Context: an optimization exercise on an open-source flow, tuned for small area, a short achievable clock period and few clock cycles. The choices shown serve that exercise and are no tape-out recipe. Where RTL was checked, it was by simulation tests only, not by an equivalence proof against the original. Function not checked in run 2: the RTL went through the layout flow alone. Power is estimated from default activity; no workload was simulated.

### flow/config.mk
export PLATFORM = sky130hd
export DESIGN_NAME = alu_top
export DESIGN_NICKNAME = alu_top
export VERILOG_FILES = /design/flow/design.v
export SDC_FILE = /design/flow/constraint.sdc
export NUM_CORES = 4
export LEC_CHECK = 0
export CAP_MARGIN = 20
export CORE_MARGIN = 2
export CORE_UTILIZATION = 40
export SETUP_SLACK_MARGIN = 0.2
export SLEW_MARGIN = 20
### flow/design.v
module full_adder(
    input wire a,
    input wire b,
    input wire cin,
    output wire sum,
    output wire cout
);
    wire sum1, carry1, carry2;
    xor xor1(sum1, a, b);
    and and1(carry1, a, b);
    xor xor2(sum, sum1, cin);
    and and2(carry2, sum1, cin);
    or or1(cout, carry1, carry2);
endmodule
module adder_8bit(
    input wire [7:0] a,
    input wire [7:0] b,
    output wire [7:0] sum,
    output wire overflow
);
    wire [8:0] carry;   
    assign carry[0] = 1'b0;   
    genvar i;
    generate
        for (i = 0; i < 8; i = i + 1) begin : adder_gen
            full_adder fa(
                .a(a[i]),
                .b(b[i]),
                .cin(carry[i]),
                .sum(sum[i]),
                .cout(carry[i+1])
            );
        end
    endgenerate
    assign overflow = (a[7] == b[7]) && (sum[7] != a[7]);
endmodule
module subtractor_8bit(
    input wire [7:0] a,
    input wire [7:0] b,
    output wire [7:0] difference,
    output wire overflow
);
    wire [7:0] b_comp;
    wire [7:0] sum;
    wire [8:0] carry;
    assign b_comp = ~b;
    assign carry[0] = 1'b1;   
    genvar i;
    generate
        for (i = 0; i < 8; i = i + 1) begin : subtractor_gen
            full_adder fa(
                .a(a[i]),
                .b(b_comp[i]),
                .cin(carry[i]),
                .sum(difference[i]),
                .cout(carry[i+1])
            );
        end
    endgenerate
    assign overflow = (a[7] != b[7]) && (difference[7] != a[7]);
endmodule
module mux_4to1_16bit(
    input wire [15:0] a,
    input wire [15:0] b,
    input wire [15:0] c,
    input wire [15:0] d,
    input wire [3:0] sel,   
    output wire [15:0] out
);
    wire [15:0] out_a, out_b, out_c, out_d;
    genvar i;
    generate
        for (i = 0; i < 16; i = i + 1) begin : mux_16bit_gen
            and and_a(out_a[i], a[i], sel[0]);
            and and_b(out_b[i], b[i], sel[1]);
            and and_c(out_c[i], c[i], sel[2]);
            and and_d(out_d[i], d[i], sel[3]);
            or or_out(out[i], out_a[i], out_b[i], out_c[i], out_d[i]);
        end
    endgenerate
endmodule
module mux_4to1_1bit(
    input wire a,
    input wire b,
    input wire c,
    input wire d,
    input wire [3:0] sel,   
    output wire out
);
    wire out_a, out_b, out_c, out_d;
    and and_a(out_a, a, sel[0]);
    and and_b(out_b, b, sel[1]);
    and and_c(out_c, c, sel[2]);
    and and_d(out_d, d, sel[3]);
    or or_out(out, out_a, out_b, out_c, out_d);
endmodule
module mux_2to1_8bit(
    input wire [7:0] a,
    input wire [7:0] b,
    input wire sel,   
    output wire [7:0] out
);
    wire [7:0] out_a, out_b;
    wire not_sel;
    not not_gate(not_sel, sel);
    genvar i;
    generate
        for (i = 0; i < 8; i = i + 1) begin : mux_8bit_gen
            and and_a(out_a[i], a[i], not_sel);
            and and_b(out_b[i], b[i], sel);
            or or_out(out[i], out_a[i], out_b[i]);
        end
    endgenerate
endmodule
module booth_radix4_multiplier(
    input wire clk,
    input wire reset,
    input wire start,
    input wire [7:0] multiplicand,
    input wire [7:0] multiplier,
    output reg [15:0] product,
    output reg ready,
    output reg overflow
);
    localparam IDLE = 2'b00;
    localparam COMPUTE = 2'b01;
    localparam DONE = 2'b10;
    reg [1:0] state;
    reg [3:0] counter;           
    reg [9:0] acc;               
    reg [7:0] Q;                 
    reg Q_neg1;                  
    reg [8:0] M;                 
    wire [2:0] booth_sel;
    wire [9:0] booth_value;
    wire [9:0] acc_sum;
    assign booth_sel = {Q[1:0], Q_neg1};
    booth_value_generator booth_gen(
        .sel(booth_sel),
        .M(M),
        .booth_value(booth_value)
    );
    assign acc_sum = acc + booth_value;
    always @(posedge clk or posedge reset) begin
        if (reset) begin
            state <= IDLE;
            counter <= 4'b0000;
            acc <= 10'b0;
            Q <= 8'b0;
            Q_neg1 <= 1'b0;
            M <= 9'b0;
            product <= 16'b0;
            ready <= 1'b0;
            overflow <= 1'b0;
        end
        else begin
            case (state)
                IDLE: begin
                    if (start) begin
                        acc <= 10'b0;
                        Q <= multiplier;
                        Q_neg1 <= 1'b0;
                        M <= {multiplicand[7], multiplicand};  
                        counter <= 4'd4;    
                        state <= COMPUTE;
                        ready <= 1'b0;
                    end
                end
                COMPUTE: begin
                    acc <= {{2{acc_sum[9]}}, acc_sum[9:2]};
                    Q <= {acc_sum[1:0], Q[7:2]};
                    Q_neg1 <= Q[1];
                    counter <= counter - 1;
                    if (counter == 4'd1) begin
                        state <= DONE;
                    end
                end
                DONE: begin
                    product <= {acc[7:0], Q};
                    overflow <= (acc[9:8] != {2{acc[7]}});
                    ready <= 1'b1;
                    state <= IDLE;
                end
                default: state <= IDLE;
            endcase
        end
    end
endmodule
module booth_value_generator(
    input wire [2:0] sel,         
    input wire [8:0] M,           
    output reg [9:0] booth_value  
);
    always @(*) begin
        case (sel)
            3'b000, 3'b111: booth_value = 10'b0;               
            3'b001, 3'b010: booth_value = {M[8], M};            
            3'b011:         booth_value = {M, 1'b0};            
            3'b100:         booth_value = ~{M, 1'b0} + 1'b1;    
            3'b101, 3'b110: booth_value = ~{M[8], M} + 1'b1;    
            default:        booth_value = 10'b0;
        endcase
    end
endmodule
module nonrestoring_divider(
    input wire clk,
    input wire reset,
    input wire start,
    input wire [7:0] dividend,     
    input wire [7:0] divisor,      
    output reg [7:0] quotient,     
    output reg [7:0] remainder,    
    output reg ready,              
    output reg overflow            
);
    localparam IDLE = 2'b00;
    localparam COMPUTE = 2'b01;
    localparam FINAL_RESTORE = 2'b10;
    localparam DONE = 2'b11;
    reg [1:0] state;
    reg [3:0] counter;           
    reg [8:0] partial_remainder;  
    reg [7:0] A;                 
    reg [7:0] Q;                 
    reg [7:0] M;                 
    wire [8:0] extended_divisor;
    assign extended_divisor = {1'b0, M};
    wire [8:0] shifted_remainder;
    wire [8:0] add_operand;
    wire [8:0] add_result, sub_result;
    assign shifted_remainder = {partial_remainder[7:0], Q[7]};
    assign add_operand = (state == FINAL_RESTORE) ? partial_remainder : shifted_remainder;
    assign add_result = add_operand + extended_divisor;
    assign sub_result = add_operand - extended_divisor;
    always @(posedge clk or posedge reset) begin
        if (reset) begin
            state <= IDLE;
            counter <= 4'b0;
            partial_remainder <= 9'b0;
            A <= 8'b0;
            Q <= 8'b0;
            M <= 8'b0;
            quotient <= 8'b0;
            remainder <= 8'b0;
            ready <= 1'b0;
            overflow <= 1'b0;
        end
        else begin
            case (state)
                IDLE: begin
                    if (start) begin
                        if (divisor == 8'b0) begin
                            quotient <= 8'hFF;
                            remainder <= dividend;
                            overflow <= 1'b1;
                            ready <= 1'b1;
                            state <= IDLE;
                        end
                        else begin
                            partial_remainder <= 9'b0;
                            A <= 8'b0;
                            Q <= dividend;
                            M <= divisor;
                            counter <= 4'd8;   
                            overflow <= 1'b0;
                            ready <= 1'b0;
                            state <= COMPUTE;
                        end
                    end
                end
                COMPUTE: begin
                    if (partial_remainder[8] == 1'b0) begin
                        partial_remainder <= sub_result;
                        Q <= {Q[6:0], ~sub_result[8]};
                    end
                    else begin
                        partial_remainder <= add_result;
                        Q <= {Q[6:0], ~add_result[8]};
                    end
                    counter <= counter - 1;
                    if (counter == 4'd1) begin
                        state <= FINAL_RESTORE;
                    end
                end
                FINAL_RESTORE: begin
                    if (partial_remainder[8] == 1'b1) begin
                        partial_remainder <= add_result;
                    end
                    state <= DONE;
                end
                DONE: begin
                    quotient <= Q;
                    remainder <= partial_remainder[7:0];
                    ready <= 1'b1;
                    state <= IDLE;
                end
                default: state <= IDLE;
            endcase
        end
    end
endmodule
module control_unit(
    input wire clk,
    input wire reset,
    input wire [1:0] operation,     
    input wire start,               
    input wire mul_ready,           
    input wire div_ready,           
    output reg select_add,          
    output reg select_sub,          
    output reg select_mul,          
    output reg select_div,          
    output reg start_mul,           
    output reg start_div,           
    output reg ready                
);
    localparam IDLE = 2'b00;
    localparam COMPUTING = 2'b01;
    localparam DONE = 2'b10;
    localparam ADD = 2'b00;
    localparam SUB = 2'b01;
    localparam MUL = 2'b10;
    localparam DIV = 2'b11;
    reg [1:0] current_state, next_state;
    reg [1:0] current_op;
    always @(posedge clk or posedge reset) begin
        if (reset) begin
            current_state <= IDLE;
            current_op <= ADD;
        end
        else begin
            current_state <= next_state;
            if (current_state == IDLE && start)
                current_op <= operation;
        end
    end
    always @(*) begin
        case (current_state)
            IDLE: begin
                if (start) begin
                    if (operation == ADD || operation == SUB)
                        next_state = IDLE;     
                    else
                        next_state = COMPUTING;   
                end
                else
                    next_state = IDLE;
            end
            COMPUTING: begin
                if ((current_op == MUL && mul_ready) || 
                    (current_op == DIV && div_ready))
                    next_state = IDLE;
                else
                    next_state = COMPUTING;
            end
            DONE: begin
                next_state = IDLE;
            end
            default: next_state = IDLE;
        endcase
    end
    always @(*) begin
        select_add = 1'b0;
        select_sub = 1'b0;
        select_mul = 1'b0;
        select_div = 1'b0;
        start_mul = 1'b0;
        start_div = 1'b0;
        ready = 1'b0;
        case (current_state)
            IDLE: begin
                case (operation)
                    ADD: select_add = 1'b1;
                    SUB: select_sub = 1'b1;
                    MUL: select_mul = 1'b1;
                    DIV: select_div = 1'b1;
                endcase
                if (operation == ADD || operation == SUB)
                    ready = start;
                start_mul = (operation == MUL) && start;
                start_div = (operation == DIV) && start;
            end
            COMPUTING: begin
                case (current_op)
                    MUL: begin
                        select_mul = 1'b1;
                        ready = mul_ready;
                    end
                    DIV: begin
                        select_div = 1'b1;
                        ready = div_ready;
                    end
                endcase
            end
            DONE: begin
                case (current_op)
                    ADD: select_add = 1'b1;
                    SUB: select_sub = 1'b1;
                    MUL: select_mul = 1'b1;
                    DIV: select_div = 1'b1;
                endcase
                ready = 1'b1;
            end
        endcase
    end
endmodule
module alu_top(
    input wire clk,               
    input wire reset,              
    input wire [7:0] operand_a,    
    input wire [7:0] operand_b,    
    input wire [1:0] operation,    
    input wire start,              
    output wire [15:0] result,     
    output wire ready,             
    output wire overflow,         
    output wire zero              
);
    wire [15:0] add_result;
    wire [15:0] sub_result;
    wire [15:0] mul_result;
    wire [15:0] div_result;
    wire add_overflow, sub_overflow, mul_overflow, div_overflow;
    wire add_zero, sub_zero, mul_zero, div_zero;
    wire mul_ready, div_ready;
    wire select_add, select_sub, select_mul, select_div;
    wire start_mul, start_div;
    control_unit ctrl_unit (
        .clk(clk),
        .reset(reset),
        .operation(operation),
        .start(start),
        .mul_ready(mul_ready),
        .div_ready(div_ready),
        .select_add(select_add),
        .select_sub(select_sub),
        .select_mul(select_mul),
        .select_div(select_div),
        .start_mul(start_mul),
        .start_div(start_div),
        .ready(ready)
    );
    adder_8bit adder (
        .a(operand_a),
        .b(operand_b),
        .sum(add_result[7:0]),
        .overflow(add_overflow)
    );
    assign add_result[15:8] = {8{add_result[7]}};  
    assign add_zero = (add_result[7:0] == 8'd0);
    subtractor_8bit subtractor (
        .a(operand_a),
        .b(operand_b),
        .difference(sub_result[7:0]),
        .overflow(sub_overflow)
    );
    assign sub_result[15:8] = {8{sub_result[7]}}; 
    assign sub_zero = (sub_result[7:0] == 8'd0);
    booth_radix4_multiplier multiplier (
        .clk(clk),
        .reset(reset),
        .start(start_mul),
        .multiplicand(operand_a),
        .multiplier(operand_b),
        .product(mul_result),
        .ready(mul_ready),
        .overflow(mul_overflow)
    );
    assign mul_zero = (mul_result == 16'd0);
    nonrestoring_divider divider (
        .clk(clk),
        .reset(reset),
        .start(start_div),
        .dividend(operand_a),
        .divisor(operand_b),
        .quotient(div_result[7:0]),
        .remainder(div_result[15:8]),
        .ready(div_ready),
        .overflow(div_overflow)
    );
    assign div_zero = (div_result[7:0] == 8'd0);
    mux_4to1_16bit result_mux (
        .a(add_result),
        .b(sub_result),
        .c(mul_result),
        .d(div_result),
        .sel({select_div, select_mul, select_sub, select_add}),
        .out(result)
    );
    mux_4to1_1bit overflow_mux (
        .a(add_overflow),
        .b(sub_overflow),
        .c(mul_overflow),
        .d(div_overflow),
        .sel({select_div, select_mul, select_sub, select_add}),
        .out(overflow)
    );
    mux_4to1_1bit zero_mux (
        .a(add_zero),
        .b(sub_zero),
        .c(mul_zero),
        .d(div_zero),
        .sel({select_div, select_mul, select_sub, select_add}),
        .out(zero)
    );
endmodule
### flow/constraint.sdc
create_clock -name core_clock -period 7.0 [get_ports {clk}]
set_input_delay 1.4000 -clock core_clock [delete_from_list [all_inputs] [get_ports {clk}]]
set_output_delay 1.4000 -clock core_clock [all_outputs]
set_load 0.01 [all_outputs]
### flow/run.sh
#!/bin/bash
# synth_recipe.tcl (not shown) runs the flow's synth.tcl, then flattens the netlist and writes it again
# the make line also repeats each setting of config.mk as NAME=value (left out here)
make -C /OpenROAD-flow-scripts/flow DESIGN_CONFIG=/design/flow/config.mk WORK_HOME=/design/flow/orfs CLKGATE_MAP_FILE= SYNTH_SCRIPT=/design/flow/synth_recipe.tcl finish
==> results.sh, run 1 <==
export IMPL_vias=5738
export IMPL_switching_share_pct=46.4
export IMPL_syn_inst=773
export IMPL_setup_viol=0
export IMPL_slowest_stage="clkdlybuf4s50_1"
export IMPL_final_common_cell="dfrtp_1"
export IMPL_crit_path_end_kind="primary output"
export IMPL_cap_viol_max_count=0
export IMPL_rsz0062_at_grt="yes"
export IMPL_critical_path_buf_inv_count=4
export IMPL_arrival_ps=5310
export IMPL_avgSynthCellArea_um2=8.92
export IMPL_ctsHoldBuffers=0
export IMPL_wire_per_inst_um=18.7
export IMPL_drt_wl_total_um=19100
export IMPL_worstPathRequired_ps=5600
export IMPL_ctsHtreeMaxLevel=3
export IMPL_worstSetupStartpoint="operand_b[1]"
export IMPL_cellPowerDensity_nw_per_um2=510
export IMPL_grt_antenna_before_repair=0
export IMPL_grt_first_pass_wirelength_um=30900
export IMPL_synth_seq_area_share_pct=36.3
export IMPL_pin_count=40
export IMPL_async_flop_share_pct=100
export IMPL_top_register="multiplier.product"
export IMPL_rows=48
export IMPL_max_slew_worst_pin_slew_ps=937
export IMPL_drtAntennaViolNets=0
export IMPL_switching_power_mw=1.85
export IMPL_largest_reg_flops=16
export IMPL_cts_sink_count=100
export IMPL_fin_crit_sh_pct=95.8
export IMPL_p_clk_share_pct=11.7
export IMPL_synth_edf_count=0
export IMPL_status="timing/DRC/antenna clean"
export IMPL_rrSetupSlack_ps=3010
export IMPL_io_buffer_count=39
export IMPL_maxSlewHeadroom_pct=37.4
export IMPL_top_regs="multiplier.product: 16 flops, divider.partial_remainder: 9 flops"
export IMPL_postPlaceCellArea_um2=7490
export IMPL_min_period_ps=6710
export IMPL_die_height_um=135
export IMPL_nFillCells=1657
export IMPL_cp_start_kind="input port"
export IMPL_leakagePower_nw=3.45
export IMPL_clkSlewWorstSetupHoldPaths_ps=70
export IMPL_finalWeightedCongestion=0.890
export IMPL_clk_latency_ps=360
export IMPL_ir_drop_v=0.000176
export IMPL_die_w_um=135
export IMPL_ys_flop_type="dfrtp_1"
export IMPL_combPwrFrac_pct=57.2
export IMPL_drc=0
export IMPL_crit_type="in2out"
export IMPL_clk_path_buf_depth=2
export IMPL_crit_path_frequent_cell="fa_1"
export IMPL_area_growth_pct=13.3
export IMPL_cts_made_buffers=9
export IMPL_drv_slew=0
export IMPL_intPower_mw=2.14
export IMPL_dr_pass1_iters=7
export IMPL_hold_viol=0
export IMPL_cts_root_buffer="clkbuf_16"
export IMPL_coreArea_um2=17100
export IMPL_final_layout_size_suffix_gt1_share_pct=10.0
export IMPL_finalClockSkew_ps=11.4
export IMPL_max_freq_ghz=0.149
export IMPL_final_cell_area_um2=7810
export IMPL_grt_ovfl_total=0
export IMPL_syn_area_um2=6890
export IMPL_gr_usage_all_layers_pct=21.9
export IMPL_r2r_start="divider.state[0]"
export IMPL_hp_start="multiplier.counter[3]"
export IMPL_ys_seq_elements=100
export IMPL_cts_tree="built"
export IMPL_drt_iter0_drc=457
export IMPL_fin_ws_ps=292
export IMPL_dp_slack_ps=-341
export IMPL_cp_top_family="adder cells"
export IMPL_power_frac_seq_pct=31.1
export IMPL_die_area_um2=18300
export IMPL_path_cells="clkdlybuf4s50_1, inv_2, fa_1, fa_1, fa_2, fa_1, inv_1, fa_1, fa_1, mux2i_2, xnor2_2, nor3_2, a221o_1, clkdlybuf4s50_1"
export IMPL_crit_fanout=4
export IMPL_yosysUniqueCellTypes=63
export IMPL_max_stage_delay_ps=520
export IMPL_synth_net_count=848
export IMPL_hp_class="reg2reg"
export IMPL_vias_per_cell=5.60
export IMPL_yosys_warnings=4
export IMPL_grt_max_degree=53
export IMPL_initial_core_util_pct=40.4
export IMPL_layout_common_cells="dfrtp_1, nand2_1, nor2_1, inv_1, o21ai_0"
export IMPL_num_nets_final=871
export IMPL_n_antenna_cell=0
export IMPL_dpl_hpwl_um=14600
export IMPL_first_global_vias=5503
synthesized netlist by cell type (3+ instances only):
master / count / share of area (%)
a22o_1: 8 / 1.0
a211oi_1: 5 / 0.54
o21a_1: 4 / 0.44
ha_1: 39 / 7.1
o211ai_1: 6 / 0.65
o21ai_1: 5 / 0.36
a31oi_1: 18 / 1.6
inv_1: 62 / 3.4
nor3_1: 16 / 1.2
nand2b_1: 12 / 1.1
o21ai_0: 51 / 3.7
o21bai_1: 6 / 0.65
xor2_1: 12 / 1.5
clkbuf_1: 32 / 1.7
a221o_1: 14 / 2.0
nor4_1: 8 / 0.73
mux2_2: 27 / 4.4
a221oi_1: 3 / 0.38
xnor2_1: 19 / 2.4
o41ai_1: 3 / 0.38
a222oi_1: 6 / 0.87
mux2i_1: 20 / 2.9
nor2b_1: 9 / 0.82
dfrtp_1: 100 / 36
a31o_2: 3 / 0.38
a21oi_1: 35 / 2.5
buf_2: 7 / 0.51
nor2_1: 65 / 3.5
nand3_1: 20 / 1.5
a21o_1: 6 / 0.65
nand2_1: 92 / 5.0
fa_1: 15 / 4.4
per-stage QoR:
step	hold slack (ps)	util [%]	instances	TNS, ps	power [mW]
6_report	501	45.8	1024	0	3.99
5_1_grt	533	45.8	1024	0	4.35
4_1_cts	512	45.7	1024	0	3.99
3_5_place_dp	503	43.9	1008	-1550	3.51
3_3_place_gp	469	43.9	1008	-224	3.43
2_1_floorplan	446	-	773	0	2.84
path summary, 6_finish.rpt:
check                                                to  cells past startpoint
max                                          result[11]                     14
max in group asynchronous  divider.partial_remainder[5]                      3
min in group asynchronous             multiplier.Q_neg1                      2
min                               multiplier.counter[3]                      1
max reg2reg                                divider.Q[0]                     15
min reg2reg                       multiplier.counter[3]                      1
layout make-up:
| type | count | area (µm²) | share of cell area, % |
|---|---|---|---|
| clock inverters | 4 | 26.3 | 0.336 |
| clock buffers | 10 | 239 | 3.06 |
| repair buffers | 54 | 502 | 6.42 |
| well taps | 225 | 282 | 3.60 |
| inverters | 62 | 235 | 3.01 |
| flip-flops and latches | 100 | 2500 | 32.0 |
| multi-input cells | 569 | 4030 | 51.5 |
power by group through the flow:
stage	combinational (mW)	sequential (mW)	clock (mW)
final	2.28	1.24	0.468
after global routing	2.57	1.28	0.500
after CTS	2.28	1.24	0.476
after detailed placement	2.26	1.24	0
after global placement	2.20	1.23	0
after floorplan	1.81	1.03	0
timing repair:
action | CTS | global route
buffers inserted | 1 | 0
endpoints found under the setup margin | 12 | 12
pin swaps | 7 | 7
cloned | 1 | 0
gates resized for setup | 15 | 8
metal layers:
metal  up-vias  GRT usage, %  routed length, µm
met5         -             0                  0
met4         0          7.06                380
met3        24          3.85                957
met2       166          32.6               8490
met1      2793          32.5               9320
li1       2755             -                  -
cells by family (layout without fill, tap and decap cells):
| family | Yosys count | after routing | share of synthesized area, % |
|---|---|---|---|
| compound gates | 191 | 191 | 18.6 |
| fa+ha+maj | 54 | 54 | 11.4 |
| flops | 100 | 100 | 36.3 |
| buf+inv | 105 | 130 | 6.06 |
| simple gates | 245 | 246 | 16.4 |
| xor+xnor | 31 | 31 | 3.94 |
| mux | 47 | 47 | 7.31 |
Testbench counts, summed over its fixed seeds: cycles 16,960.
==> inputs of run 2 (changes only) <==
==> flow/design.v (replaced) <==
module alu_top(
    input wire clk,
    input wire reset,
    input wire [7:0] operand_a,
    input wire [7:0] operand_b,
    input wire [1:0] operation,
    input wire start,
    output reg [15:0] result,
    output wire ready,
    output reg overflow,
    output reg zero
);
    wire [7:0] a = operand_a;
    wire [7:0] b = operand_b;
    reg busy;           
    reg is_div;         
    reg [1:0] cnt;      
    reg flag;           
    reg [7:0] M;        
    reg [16:0] W;       
    wire [7:0] bx = b ^ {8{operation[0]}};
    wire [8:0] sum = {1'b0, a} + {1'b0, bx} + {8'b0, operation[0]};
    wire [7:0] s = sum[7:0];
    wire as_ov = (a[7] == bx[7]) && (s[7] != a[7]);
    wire lt = ~sum[8];                           
    wire lt2 = {1'b0, a} < {b, 1'b0};           
    wire div_fast = lt2;
    wire signed [13:0] p_lo = $signed(b) * $signed(a[5:0]);
    wire q7 = ({7'b0, a[7]} >= b);
    wire r1 = q7 ? 1'b0 : a[7];                
    wire r1b = (b == 8'd0) ? a[7] : r1;
    wire [1:0] x2 = {r1b, a[6]};
    wire q6 = ({6'b0, x2} >= b);
    wire [1:0] r2 = q6 ? (x2 - b[1:0]) : x2;
    wire [7:0] R = W[15:8];
    wire [7:0] QL = W[7:0];
    wire [8:0] X1 = {R, QL[7]};
    wire [9:0] D1 = {1'b0, X1} - {2'b0, M};
    wire qa = ~D1[9];
    wire [7:0] Ra = qa ? D1[7:0] : X1[7:0];
    wire [8:0] X2 = {Ra, QL[6]};
    wire [9:0] D2 = {1'b0, X2} - {2'b0, M};
    wire qb = ~D2[9];
    wire [7:0] Rb = qb ? D2[7:0] : X2[7:0];
    wire [15:0] div_next = {Rb, QL[5:0], qa, qb};
    wire [2:0] a_hi = W[16:14];
    wire signed [13:0] P = W[13:0];
    reg signed [9:0] bd;
    always @(*) begin
        case (a_hi)
            3'b001, 3'b010: bd = {{2{M[7]}}, M};
            3'b011:         bd = {M[7], M, 1'b0};
            3'b100:         bd = -{M[7], M, 1'b0};
            3'b101, 3'b110: bd = -{{2{M[7]}}, M};
            default:        bd = 10'd0;
        endcase
    end
    wire [9:0] mul_hi = {{2{P[13]}}, P[13:6]} + bd;    
    wire [15:0] mul_res = {mul_hi, P[5:0]};
    wire fast = ~operation[1] | (operation[0] & div_fast);
    wire last = busy & (~is_div | cnt[1]);
    assign ready = (start & fast) | last;
    always @(posedge clk or posedge reset) begin
        if (reset) busy <= 1'b0;
        else busy <= busy ? ~last : (start & ~fast);
    end
    always @(posedge clk) begin
        if (!busy) begin
            M <= b;
            is_div <= operation[0];
            cnt <= 2'd0;
            flag <= operation[0] ? (b == 8'd0) : ((a == 8'd0) | (b == 8'd0));
            W <= operation[0] ? {1'b0, 6'b0, r2, a[5:0], q7, q6} : {a[7:5], p_lo};
        end else begin
            cnt <= cnt + 2'd1;
            W <= {1'b0, div_next};
        end
    end
    always @(*) begin
        if (busy) begin
            if (is_div) begin
                result = div_next;
                overflow = flag;
                zero = 1'b0;
            end else begin
                result = mul_res;
                overflow = 1'b0;
                zero = flag;
            end
        end else if (operation[1]) begin
            result = lt ? {a, 8'h00} : {s, 8'h01};
            overflow = 1'b0;
            zero = lt;
        end else begin
            result = {{8{s[7]}}, s};
            overflow = as_ov;
            zero = (s == 8'd0);
        end
    end
endmodule
==> results.sh, run 2 <==
export IMPL_clkSlewWorstSetupHoldPaths_ps=50
export IMPL_worstPathRequired_ps=5600
export IMPL_dp_slack_ps=610
export IMPL_finalClockSkew_ps=7.43
export IMPL_final_common_cell="ha_1"
export IMPL_final_layout_size_suffix_gt1_share_pct=7.31
export IMPL_syn_area_um2=5750
export IMPL_wire_per_inst_um=18.7
export IMPL_area_growth_pct=13.7
export IMPL_crit_fanout=9
export IMPL_ys_seq_elements=30
export IMPL_cts_tree="built"
export IMPL_finalWeightedCongestion=0.961
export IMPL_top_register="W"
export IMPL_max_freq_ghz=0.153
export IMPL_hold_viol=0
export IMPL_cp_start_kind="flip-flop"
export IMPL_drv_slew=0
export IMPL_drtAntennaViolNets=0
export IMPL_yosys_area_top_type="ha_1"
export IMPL_timing_hold_ws_ps=428
export IMPL_largest_reg_flops=17
export IMPL_rows=43
export IMPL_die_height_um=124
export IMPL_initial_core_util_pct=41.1
export IMPL_avgSynthCellArea_um2=8.19
export IMPL_nFillCells=1411
export IMPL_first_global_vias=5343
export IMPL_setup_viol=0
export IMPL_synth_area_leaders="ha_1, fa_1, dfxtp_1"
export IMPL_rsz0062_at_grt="no"
export IMPL_ctsHoldBuffers=0
export IMPL_coreArea_um2=14000
export IMPL_grt_ovfl_total=0
export IMPL_min_period_ps=6520
export IMPL_drt_iter0_drc=286
export IMPL_die_w_um=124
export IMPL_vias_per_cell=5.71
export IMPL_layout_common_cells="ha_1, inv_1, nand2_1, nor2_1, a21oi_1"
export IMPL_yosysUniqueCellTypes=66
export IMPL_fin_setup_tns_ps=0
export IMPL_fin_ws_ps=481
export IMPL_synth_common_cells="ha_1, inv_1, nand2_1"
export IMPL_synth_top_area_share_pct=15.2
export IMPL_synth_seq_area_share_pct=12.3
export IMPL_ctsHtreeMaxLevel=2
export IMPL_cap_viol_max_count=0
export IMPL_cts_resized_gates=0
export IMPL_synth_net_count=832
export IMPL_maxSlewHeadroom_pct=41.8
export IMPL_yosys_warnings=1
export IMPL_dpl_hpwl_um=13800
export IMPL_fin_crit_sh_pct=93.1
export IMPL_clk_latency_ps=280
export IMPL_top_regs="W: 17 flops, M: 8 flops, cnt: 2 flops"
export IMPL_cellPowerDensity_nw_per_um2=392
export IMPL_cts_made_buffers=5
export IMPL_clk_path_buf_depth=2
export IMPL_crit_path_end_kind="primary output"
export IMPL_pin_count=40
export IMPL_status="timing/DRC/antenna clean"
export IMPL_dr_pass1_iters=6
export IMPL_postCtsSetupRepairBufs=0
export IMPL_vias=5250
export IMPL_cts_sink_count=30
export IMPL_grt_first_pass_wirelength_um=27900
export IMPL_max_slew_worst_pin_slew_ps=868
export IMPL_grt_max_degree=38
export IMPL_syn_inst=702
export IMPL_cts_root_buffer="clkbuf_16"
export IMPL_io_buffer_count=39
export IMPL_drt_wl_total_um=17200
export IMPL_gr_usage_all_layers_pct=23.8
export IMPL_async_flop_share_pct=3.33
export IMPL_ir_drop_v=0.000182
export IMPL_num_nets_final=868
export IMPL_hp_class="reg2reg"
export IMPL_yosysMostFrequentCell="ha_1"
export IMPL_crit_type="reg2out"
export IMPL_leakagePower_nw=3.00
export IMPL_ys_flop_type="dfxtp_1"
export IMPL_synth_edf_count=10
export IMPL_grt_antenna_before_repair=0
export IMPL_die_area_um2=15400
export IMPL_arrival_ps=5120
export IMPL_n_antenna_cell=0
export IMPL_drc=0
[run 2: cell types whose count changed in the layout (fill, tap and decap cells not counted), sizes merged, moves of 15 or more]
cell	previous run	this run
a31oi	19	3
and2	3	28
dfrtp	100	1
dfxtp	0	19
fa	15	39
ha	39	70
nand2	92	56
nand3	20	5
nor2	65	48
[run 2: cells by family (layout without fill, tap and decap cells)]
family                   count (synthesis)  after routing  share of synthesized area [%]
AND/OR/NAND/NOR                        206            206                           18.3
AO/OA/AOI/OAI                          173            173                           19.5
adder cells (fa/ha/maj)                109            109                           28.8
buffers and inverters                   96            133                           6.40
XOR/XNOR                                50             50                           7.62
multiplexers                            38             38                           7.09
flip-flops                              30             30                           12.3
[run 2: per-layer routing]
layer  vias up  GRT usage, %  wire (µm)
met5         -             0          0
met4         0          8.08        535
met3        38          1.92        695
met2       173          40.5       8180
met1      2515          31.8       7760
li1       2524             -          -
[run 2: metrics by stage]
| step | cells | util (%) | area [µm²] | power [mW] |
|---|---|---|---|---|
| after floorplan | 702 | - | 5750 | 1.80 |
| after global placement | 911 | 45.7 | 6390 | 2.30 |
| after detailed placement | 911 | 45.7 | 6390 | 2.32 |
| after CTS | 919 | 46.7 | 6540 | 2.54 |
| after global routing | 919 | 46.7 | 6540 | 2.78 |
| final | 919 | 46.7 | 6540 | 2.56 |
[run 2: worst paths after layout]
kind | startpoint | to | slack [ps] | depth (start not counted)
setup reg to reg | M[6] | W[14] | 2610 | 15
max in group asynchronous | reset | busy | 5660 | 2
hold / removal | cnt[0] | cnt[0] | 430 | 1
setup / recovery | M[6] | result[10] | 480 | 16
min in group asynchronous | reset | busy | 1250 | 2
hold reg to reg | cnt[0] | cnt[0] | 430 | 1
[run 2: where the power goes]
part           internal, mW  total [mW]  switching, mW
Clock                 0.132       0.213         0.0816
Combinational         0.920        2.03           1.11
Sequential            0.233       0.319         0.0860
Total                  1.28        2.56           1.28
[run 2: layout make-up]
class	instances	area [µm²]	share of cell area, %
repair buffers	58	533	8.15
clock inverters	3	20.0	0.306
multi-input cells	576	4680	71.5
well taps	180	225	3.44
flip-flops and latches	30	707	10.8
inverters	67	251	3.85
clock buffers	5	125	1.91
[run 2: worst max-delay path: stages, from the launching register on]
cell             delay (ps)
edfxtp_1                470
inv_1                   100
ha_1                    360
a211o_1                 350
o311a_1                 370
nor3_1                  180
buf_4                   170
mux2i_1                 350
ha_1                    300
nor2b_1                 140
o211ai_1                260
a32oi_1                 160
and2_1                  250
nor2_8                  210
mux2_4                  330
a311o_1                 370
clkdlybuf4s50_1         480

static timing again, ports no longer ideal:
The results above use ideal ports. As a check the final layouts listed here were re-extracted and re-timed, cells and wires unchanged.
Step 1 (the two cells are an assumption about what drives the block):
set clk [get_ports {clk}]
set_driving_cell -lib_cell sky130_fd_sc_hd__clkbuf_16 $clk
set_driving_cell -lib_cell sky130_fd_sc_hd__buf_2 [delete_from_list [all_inputs] $clk]
Step 2 also shifts input and output timing later by t, the mid clock arrival at the registers, as if the neighbouring blocks saw the same clock.
a / b / c = no drivers / after step 1 / after step 2; a / b = the first two.
run	shift t [ns]	setup WS [ns]	worst setup path after step 2	clock arrival spread, ns	worst slew at a driven data input, ns
run 1	0.395	0.292 / 0.257 / 0.257	input to output	0.012 / 0.012	0.04
run 2	0.311	0.481 / 0.444 / 0.615	input to output	0.007 / 0.007	0.04
After both steps every run listed still meets setup and hold. The setup slack of run 1, which loses most, moves by -0.035 ns with the drivers and by -0.035 ns with both steps.
